Background: an optimization exercise with open tools, aiming at small area. Do not read the settings as production practice. Only simulation tests tie the RTL to the original design; equivalence was not proved. No activity file was given, so power comes from the tool's default toggle rates.

## ALUUnit
module ALUUnit(clock, ALUOp, funct, a, b, result, zero, carryOut);
Size: roughly 66 flip-flops, roughly 3200 sq um of cells after synthesis.
Settings: LEC_CHECK=0, CAP_MARGIN=0, CORE_MARGIN=2, CORE_UTILIZATION=40, SLEW_MARGIN=0; clock period 5.0 ns.
standard.sh (not shown) runs the stock make flow with config.mk's settings and CLKGATE_MAP_FILE= SYNTH_SCRIPT=/design/flow/synth_recipe.tcl, a recipe that flattens the netlist after the stock synthesis.
==> flow/flow/run.sh <==
#!/bin/bash
# Standard ORFS layout with three changes: synthesis maps the logic with
# an area-oriented ABC script (flow/synth.abc) in place of ORFS's speed
# script (the registers come out as in the standard synthesis), the port
# buffers use the smallest buffer, and CTS builds its tree from clkbuf_4
# without dummy loads.
set -euo pipefail
export BUFFER_PORTS_ARGS="-buffer_cell sky130_fd_sc_hd__buf_1"
export CTS_ARGS="-sink_clustering_enable -repair_clock_nets -dont_use_dummy_load -buf_list sky130_fd_sc_hd__clkbuf_4"
export MY_ABC_SCRIPT=$PWD/flow/synth.abc
# synth_recipe.tcl with ORFS's ABC script swapped for flow/synth.abc
{
  head -n 1 synth_recipe.tcl
  cat flow/abc_override.tcl
  tail -n +2 synth_recipe.tcl
} > my_synth.tcl
sed -e "s#$PWD/synth_recipe.tcl#$PWD/my_synth.tcl#g" standard.sh > my_standard.sh
grep -q my_synth.tcl my_standard.sh
bash my_standard.sh finish > standard_flow.log 2>&1
==> flow/flow/abc_override.tcl <==
proc abc {args} {
  set i [lsearch -exact $args -script]
  if { $i >= 0 } { lset args [expr {$i + 1}] $::env(MY_ABC_SCRIPT) }
  yosys abc {*}$args
}
==> flow/flow/synth.abc <==
&get -n
&st
&dch
&nf -R 1000 -p -E 100
&put
==> next run, changes <==
--- a/flow/flow/run.sh
+++ b/flow/flow/run.sh
@@ -9 +9 @@
-export CTS_ARGS="-sink_clustering_enable -repair_clock_nets -dont_use_dummy_load -buf_list sky130_fd_sc_hd__clkbuf_4"
+export CTS_ARGS="-sink_clustering_enable -repair_clock_nets -dont_use_dummy_load -buf_list sky130_fd_sc_hd__clkbuf_16"
CAP_MARGIN = 20   (was 0)
SLEW_MARGIN = 20   (was 0)
=> The changed run completed with no timing, DRC or antenna violations. Wire length barely changes. Final area rises by 4.4%. Clock skew falls by 0.0078 ns.
==> next run, changes <==
--- a/flow/flow/run.sh
+++ b/flow/flow/run.sh
@@ -9 +9 @@
-export CTS_ARGS="-sink_clustering_enable -repair_clock_nets -dont_use_dummy_load -buf_list sky130_fd_sc_hd__clkbuf_16"
+export CTS_ARGS="-sink_clustering_enable -repair_clock_nets -dont_use_dummy_load -buf_list sky130_fd_sc_hd__clkbuf_4"
GPL_TIMING_DRIVEN = 0   (was unset)
The changed run ran to the end with no violations; via count drops by about 1%; synthesized area is unchanged; wire length increases by 3.8%; cell count decreases by about 0.7%; cell area is lower by about 4%; global-route usage is about the same.
==> next run, changes <==
==> flow/flow/synth.abc (replaced) <==
&get -n
&st
&dch
&nf -R 1000 -p
&put
CORE_UTILIZATION = 65   (was 40)
GPL_TIMING_DRIVEN = unset   (was 0)
After rerunning:
- The changed run produced a clean layout
- non-clock buffer count increases by 1
- power decreases by about 0.9%
- synthesized cell count increases by about 6%
==> next run, changes <==
--- a/flow/flow/run.sh
+++ b/flow/flow/run.sh
@@ -9 +9 @@
-export CTS_ARGS="-sink_clustering_enable -repair_clock_nets -dont_use_dummy_load -buf_list sky130_fd_sc_hd__clkbuf_4"
+export CTS_ARGS="-sink_clustering_enable -repair_clock_nets -dont_use_dummy_load -buf_list {sky130_fd_sc_hd__clkbuf_2 sky130_fd_sc_hd__clkbuf_4 sky130_fd_sc_hd__clkbuf_8}"
==> flow/flow/synth.abc (replaced) <==
&get -n
&st
&dch
&nf -R 1000 -p -E 100
&put
CORE_UTILIZATION = 40   (was 65)
The changed run completed without violations.
First-iteration DRC count increases by about a fifth.
Core utilization is lower by 30 points.
Area after synthesis shrinks slightly.
Worst setup slack gets worse by 0.17 ns.
Cell area came out higher slightly.
Sequential share of layout area decreases by 0.66 points.
Final cell count grows by a few percent.
Global-route usage went down by 9.8 points.
Routed wire length climbs by a few percent.
Maximum frequency fell by a few percent.
Synthesized cell count fell by a few percent.

-- port drivers added, routing unchanged --
The results above use ideal ports. As a check the final layouts listed here were re-extracted and re-timed, cells and wires unchanged. Step 1: set_driving_cell puts a clkbuf_16 on clock and a buf_2 on each other input, an assumption about the parent block. Step 2 times the ports against the registers' clock, not the clock port: input delays grow and output delays shrink by t, the midpoint of the rising clock arrivals with the driver on. a / b / c = no drivers / after step 1 / after step 2; a / b = the first two.
run	t (ns)	slack for setup (ns)	worst setup path after step 2
the first run	0.389	0.213 / 0.219 / -0.169	input to register
the second run	0.340	0.307 / 0.319 / -0.021	input to register
the third run	0.392	0.375 / 0.380 / -0.012	input to register
the fourth run	0.420	0.496 / 0.501 / 0.081	input to register
the fifth run	0.350	0.326 / 0.334 / -0.016	input to register
With both steps, setup timing fails in the first run, the second run, the third run and the fifth run, where it was met with ideal ports. For the fourth run, which loses most, drivers alone change the setup slack by +0.005 ns; drivers and shift together by -0.415 ns.
